Background: an optimization exercise with open tools, aiming at small area. Do not read the settings as production practice.
RTL that was checked went through simulation tests only; none was proved equivalent to the original.

Setup of try-quartz:
## iobus
module iobus(
	input clk_sys,
	input rst,
	input rxd,
	output txd,
	output zg,
	input zw,
	input rcl,
	output dpa,
	input rs,
	input rf,
	input rok,
	input rpe,
	input rqb,
	input rpn,
	input [0:3] rnb,
	input [0:15] rad,
	input [0:15] rdt,
	output dw,
	output dr,
	output din,
	output dok,
	output den,
	output dpe,
	output dpn,
	output [0:3] dnb,
	output [0:15] dad,
	output [0:15] ddt,
	input [0:15] w,
	input [0:3] rotary_pos,
	input [0:9] indicators,
	output [0:3] rotary_out,
	output rotary_trig,
	output [0:15] keys,
	output keys_trig,
	output [0:3] fn,
	output fn_v,
	output fn_trig
);
	localparam [5:0] L24 = 6'b110000;
	localparam [5:0] L49 = 6'b001001;
	localparam [5:0] L50 = 6'b010011;
	localparam [3:0] R_STOP  = 4'd9;
	localparam [3:0] R_IDLE  = 4'd10;
	localparam [3:0] R_START = 4'd11;
	reg [3:0] rxs;
	reg [5:0] rdiv;
	wire rdiv_end = (rdiv == L49);
	reg rx_rdy;
	reg clr;		 
	wire rx_data = ~rxs[3] | (rxs == 4'd8);
	wire rx_smp = rx_data & rdiv_end;
	wire rx_bit = rx_smp & ~rxs[3];	 
	always @ (posedge clk_sys) begin
		if (rst) rdiv <= 6'd0;
		else if ((rxs == R_IDLE) & ~rxd) rdiv <= L24;
		else if (rdiv_end) rdiv <= 6'd0;
		else rdiv <= {rdiv[4:0], ~(rdiv[5] ^ rdiv[4])};
	end
	always @ (posedge clk_sys) begin
		if (rst) begin
			rxs <= R_IDLE;
			clr <= 1'b1;
			rx_rdy <= 1'b0;
		end else begin
			rx_rdy <= 1'b0;
			if (rdiv_end) clr <= 1'b0;
			case (rxs)
				R_IDLE: if (!rxd) rxs <= R_START;
				R_START: begin
					if (rxd) rxs <= R_IDLE;
					else if (rdiv_end) rxs <= 4'd0;
				end
				R_STOP: begin
					rxs <= R_IDLE;
					rx_rdy <= rxd;
				end
				default: if (rdiv_end) rxs <= rxs + 1'b1;
			endcase
		end
	end
	localparam M_IDLE = 3'd0;
	localparam M_ARG  = 3'd1;
	localparam M_A1   = 3'd2;
	localparam M_A2H  = 3'd3;
	localparam M_A2L  = 3'd4;
	localparam M_A3H  = 3'd5;
	localparam M_A3L  = 3'd6;
	localparam M_DONE = 3'd7;
	reg [2:0] ms;
	reg m_rdy;
	reg [7:0] tcmd;
	reg [4:0] ta1;
	reg [15:0] ta2n;		 
	reg [15:0] ta3;
	always @ (posedge clk_sys) begin
		if (rst) begin
			ms <= M_IDLE;
  ...
Settings: LEC_CHECK=0, CAP_MARGIN=20, CORE_MARGIN=2, CORE_UTILIZATION=40, SLEW_MARGIN=20; clock period 10.0 ns.
standard.sh (not shown) runs the stock make flow with config.mk's settings and CLKGATE_MAP_FILE= SYNTH_SCRIPT=/design/flow/synth_recipe.tcl, a recipe that flattens the netlist after the stock synthesis.
==> flow/flow/run.sh <==
#!/bin/bash
# The standard layout (standard.sh) with these changes:
# - synthesis is ORFS's, run through standard.sh and synth_recipe.tcl (so without the fsm
#   and share passes, then flattened and renamed as standard.sh does), but ABC maps the
#   combinational logic with an area-oriented script: each flow/abc_*.script is tried in
#   place of ORFS's abc_speed.script, and the one giving the smallest synthesized area is
#   kept (ORFS's own script is the fallback if none of them completes). These syntheses
#   also leave adders to ABC instead of mapping them to the platform's adder cells first
#   (ADDER_MAP_FILE empty). Flip-flops are mapped before either step, so the registers,
#   their names and cell types are those of the standard synthesis;
# - every input and output port still gets its own buffer, but a buf_1 instead of the
#   larger cell buffer_ports picks by default;
# - clock tree synthesis adds no dummy loads and uses the clustering given below;
# - the platform's don't-use list is extended with the largest buffers, so that repairs
#   of high-fanout nets use several small buffers instead (DONT_USE_CELLS below repeats
#   the platform's list and adds these).
# Each make run's full output goes to a log in this folder (synth_*.log for the trial
# syntheses, standard.log for the final run); ORFS keeps its per-step logs under orfs/logs.
set -uo pipefail
here=$(pwd)
dont_use="sky130_fd_sc_hd__probe_p_8 sky130_fd_sc_hd__probec_p_8 sky130_fd_sc_hd__lpflow_bleeder_1 sky130_fd_sc_hd__lpflow_clkbufkapwr_1 sky130_fd_sc_hd__lpflow_clkbufkapwr_16 sky130_fd_sc_hd__lpflow_clkbufkapwr_2 sky130_fd_sc_hd__lpflow_clkbufkapwr_4 sky130_fd_sc_hd__lpflow_clkbufkapwr_8 sky130_fd_sc_hd__lpflow_clkinvkapwr_1 sky130_fd_sc_hd__lpflow_clkinvkapwr_16 sky130_fd_sc_hd__lpflow_clkinvkapwr_2 sky130_fd_sc_hd__lpflow_clkinvkapwr_4 sky130_fd_sc_hd__lpflow_clkinvkapwr_8 sky130_fd_sc_hd__lpflow_decapkapwr_12 sky130_fd_sc_hd__lpflow_decapkapwr_3 sky130_fd_sc_hd__lpflow_decapkapwr_4 sky130_fd_sc_hd__lpflow_decapkapwr_6 sky130_fd_sc_hd__lpflow_decapkapwr_8 sky130_fd_sc_hd__lpflow_inputiso0n_1 sky130_fd_sc_hd__lpflow_inputiso0p_1 sky130_fd_sc_hd__lpflow_inputiso1n_1 sky130_fd_sc_hd__lpflow_inputiso1p_1 sky130_fd_sc_hd__lpflow_inputisolatch_1 sky130_fd_sc_hd__lpflow_isobufsrc_1 sky130_fd_sc_hd__lpflow_isobufsrc_16 sky130_fd_sc_hd__lpflow_isobufsrc_2 sky130_fd_sc_hd__lpflow_isobufsrc_4 sky130_fd_sc_hd__lpflow_isobufsrc_8 sky130_fd_sc_hd__lpflow_isobufsrckapwr_16 sky130_fd_sc_hd__lpflow_lsbuf_lh_hl_isowell_tap_1 sky130_fd_sc_hd__lpflow_lsbuf_lh_hl_isowell_tap_2 sky130_fd_sc_hd__lpflow_lsbuf_lh_hl_isowell_tap_4 sky130_fd_sc_hd__lpflow_lsbuf_lh_isowell_4 sky130_fd_sc_hd__lpflow_lsbuf_lh_isowell_tap_1 sky130_fd_sc_hd__lpflow_lsbuf_lh_isowell_tap_2 sky130_fd_sc_hd__lpflow_lsbuf_lh_isowell_tap_4 sky130_fd_sc_hd__buf_6 sky130_fd_sc_hd__buf_8 sky130_fd_sc_hd__buf_12 sky130_fd_sc_hd__buf_16 sky130_fd_sc_hd__bufbuf_8 sky130_fd_sc_hd__bufbuf_16 sky130_fd_sc_hd__clkbuf_8 sky130_fd_sc_hd__clkbuf_16"
stat="$here/orfs/reports/sky130hd/iobus/base/synth_stat.txt"
best=""
best_area=""
for f in "$here"/flow/abc_*.script; do
  name=$(basename "$f" .script)
  dir="$here/scripts_$name"
  rm -rf "$dir" "$here/orfs"
  cp -r "$FLOW_HOME/scripts" "$dir"
  cp "$f" "$dir/abc_speed.script"
  if bash standard.sh SCRIPTS_DIR="$dir" ADDER_MAP_FILE= DONT_USE_CELLS="$dont_use" synth > "$here/synth_$name.log" 2>&1 && [[ -f "$stat" ]]; then
    area=$(awk '/Chip area for/ {print $NF}' "$stat" | head -1)
    echo "$name: $area" >> "$here/synth_areas.log"
    if [[ -z "$best" ]] || awk -v a="$area" -v b="$best_area" 'BEGIN {exit !(a < b)}'; then
      best="$dir"
      best_area="$area"
    fi
  else
    echo "$name: failed" >> "$here/synth_areas.log"
  fi
done
rm -rf "$here/orfs"
args=()
if [[ -n "$best" ]]; then
  args+=(SCRIPTS_DIR="$best" ADDER_MAP_FILE=)
fi
echo "chosen: ${best:-ORFS default}" >> "$here/synth_areas.log"
set -e
bash standard.sh ${args[@]+"${args[@]}"} DONT_USE_CELLS="$dont_use" \
  BUFFER_PORTS_ARGS="-buffer_cell sky130_fd_sc_hd__buf_1" \
  CTS_ARGS="-sink_clustering_enable -repair_clock_nets -dont_use_dummy_load -sink_clustering_size 10 -sink_clustering_max_diameter 70 -buf_list sky130_fd_sc_hd__clkbuf_4" \
  finish > "$here/standard.log" 2>&1
Other scripts of this flow, unchanged in this note and not shown: flow/flow/abc_s10.script, flow/flow/abc_t3.script, flow/flow/abc_t4.script, flow/flow/abc_t5.script
> inputs changed (try-quartz -> try-maple)
--- a/flow/design.v
+++ b/flow/design.v
@@ -163,27 +163,25 @@
 	wire timeout = &tcnt5;
 	wire zwzg = zw & zg_r;
 	always @ (posedge clk_sys) begin
 		if (rst) begin
 			zg_r <= 1'b0;
 		end else if (!zg_r) begin
-			if (m_rdy & (c_r | c_w | c_in)) zg_r <= 1'b1;
+			if (m_rdy & (c_r | c_w | c_in)) begin
+				zg_r <= 1'b1;
+				ir <= c_r;
+				iw <= c_w;
+				ia1 <= ta1;
+				ia2n <= ta2n;
+				ia3 <= ta3;
+			end
 		end else if (zw & (rok | timeout)) begin
 			zg_r <= 1'b0;
 		end
 	end
 	always @ (posedge clk_sys) begin
-		if (!zg_r) begin
-			ir <= c_r;
-			iw <= c_w;
-			ia1 <= ta1;
-			ia2n <= ta2n;
-			ia3 <= ta3;
-		end
-	end
-	always @ (posedge clk_sys) begin
 		if (rst | rok | !zwzg) tcnt5 <= 5'd0;
 		else tcnt5 <= tcnt5_nx;
 	end
 	assign zg = zg_r;
 	assign dr = zwzg & ir;
 	assign dw = zwzg & iw;
@@ -200,21 +198,19 @@
 			rsa <= 1'b0;
 			rsb <= 1'b0;
 		end else if (!resp_act) begin
 			if (io_req & m_rdy & (c_ok | c_en)) begin
 				rsa <= c_ok;
 				rsb <= c_en | c_pe;
+				rddt <= ta3;
 			end
 		end else if (!io_req) begin
 			rsa <= 1'b0;
 			rsb <= 1'b0;
 		end
 	end
-	always @ (posedge clk_sys) begin
-		if (!resp_act) rddt <= ta3;
-	end
 	assign dok = rsa;
 	assign den = ~rsa & rsb;
 	assign dpe = rsa & rsb;
 	assign ddt = (zwzg ? ia3 : 16'd0) | (resp_act ? rddt : 16'd0);
 	reg [1:0] ena;
 	wire ena_cl = ~ena[1] & ena[0];
@@ -257,26 +253,24 @@
 	wire is_req = bk[2] & (bk[1] | bk[0]);
 	always @ (posedge clk_sys) begin
 		if (rst) begin
 			bst <= 2'd0;
 		end else begin
 			case (bst)
-				2'd0: if (send_req | send_resp) bst <= 2'd1;
+				2'd0: if (send_req | send_resp) begin
+					bk <= bk_nx;
+					ba1 <= {rqb, rpn, rnb};
+					ba2 <= rad;
+					ba3 <= rdt;
+					bst <= 2'd1;
+				end
 				2'd1, 2'd3: if (ena_bus) bst <= 2'd2;
 				default: if (!ena_bus && (is_req ? !send_req : !send_resp)) bst <= 2'd0;
 			endcase
 		end
 	end
-	always @ (posedge clk_sys) begin
-		if (bst == 2'd0) begin
-			bk <= bk_nx;
-			ba1 <= {rqb, rpn, rnb};
-			ba2 <= rad;
-			ba3 <= rdt;
-		end
-	end
 	reg [7:0] bcmd;
 	always @ (*) begin
 		case (bk)
 			3'd1: bcmd = 8'h10;
 			3'd2: bcmd = 8'h11;
 			3'd3: bcmd = 8'h18;
@@ -355,12 +349,15 @@
 			case (tp)
 				T_IDLE: if (trig_cl | trig_cp | trig_bus) begin
 					ena <= trig_cl ? 2'b01 : trig_cp ? 2'b10 : 2'b11;
 					tp <= T_LOAD;
 				end
 				T_LOAD: begin
+					sw <= w;
+					sind <= indicators;
+					srot <= rotary_pos;
 					idx <= 3'd0;
 					tp <= T_SEND;
 				end
 				T_SEND: begin
 					tp <= T_START;
 				end
@@ -370,25 +367,16 @@
 						tp <= T_IDLE;
 					end else begin
 						idx <= nidx;
 						tp <= T_SEND;
 					end
 				end
-				default: begin		 
-					if (tdiv_end) tp <= tp + 1'b1;
-				end
+				default: if (tdiv_end) tp <= tp + 1'b1;	 
 			endcase
 		end
 	end
-	always @ (posedge clk_sys) begin
-		if (tp[3:1] == 3'b110) begin
-			sw <= w;
-			sind <= indicators;
-			srot <= rotary_pos;
-		end
-	end
 	wire [3:0] wsel = {~idx[0], tp[2:0]};
 	wire [15:0] s3 = {sind, 2'b00, srot};
 	wire b2, b3, c2, c3;
 	tx_sel16 SEL_B2(.d(ba2), .s(wsel), .y(b2));
 	tx_sel16 SEL_B3(.d(ba3), .s(wsel), .y(b3));
 	tx_sel16 SEL_C2(.d(sw), .s(wsel), .y(c2));
Results
- Compared try-maple against try-quartz; final instance area within noise.
- Higher critical path depth among try-maple and try-quartz: try-quartz
- try-maple -> try-quartz: share of cell area taken by multi-input logic gates flat
- Number of cells in the design after placement across try-maple and try-quartz: no real change.
- On register share of the cell area, try-maple tracks try-quartz almost exactly.
- For try-maple, the beginning of the critical path was zw, unlike try-quartz, where it was tp[1].
- try-maple vs try-quartz — transition time at the pin with the least slew margin rose 0.10 ns.
The RTL of try-quartz was laid out without a check of its function.

-- afterwards: timing with drivers on the ports --
The results above use ideal ports. As a check the final layouts listed here were re-extracted and re-timed, cells and wires unchanged. Step 1 assumes that a clkbuf_16 drives the clock port and a buf_2 every other input. Step 2 moves the port delays by t, midway between the first and last clock arrival at a register: inputs arrive t later, outputs are due t later. That takes back most of the time a late clock gives input paths. Three values: ideal ports, drivers, drivers and shift; two values: the first two.
run | shift t [ns] | setup WS [ns] | worst register clock-pin slew, ns
try-quartz | 0.653 | 4.341 / 4.305 / 4.517 | 0.12 / 0.12
try-maple | 0.659 | 4.427 / 4.404 / 4.404 | 0.11 / 0.11
After both steps setup and hold are still met in every run listed. The setup slack of try-maple, which loses most, moves by -0.023 ns with the drivers and by -0.023 ns with both steps.
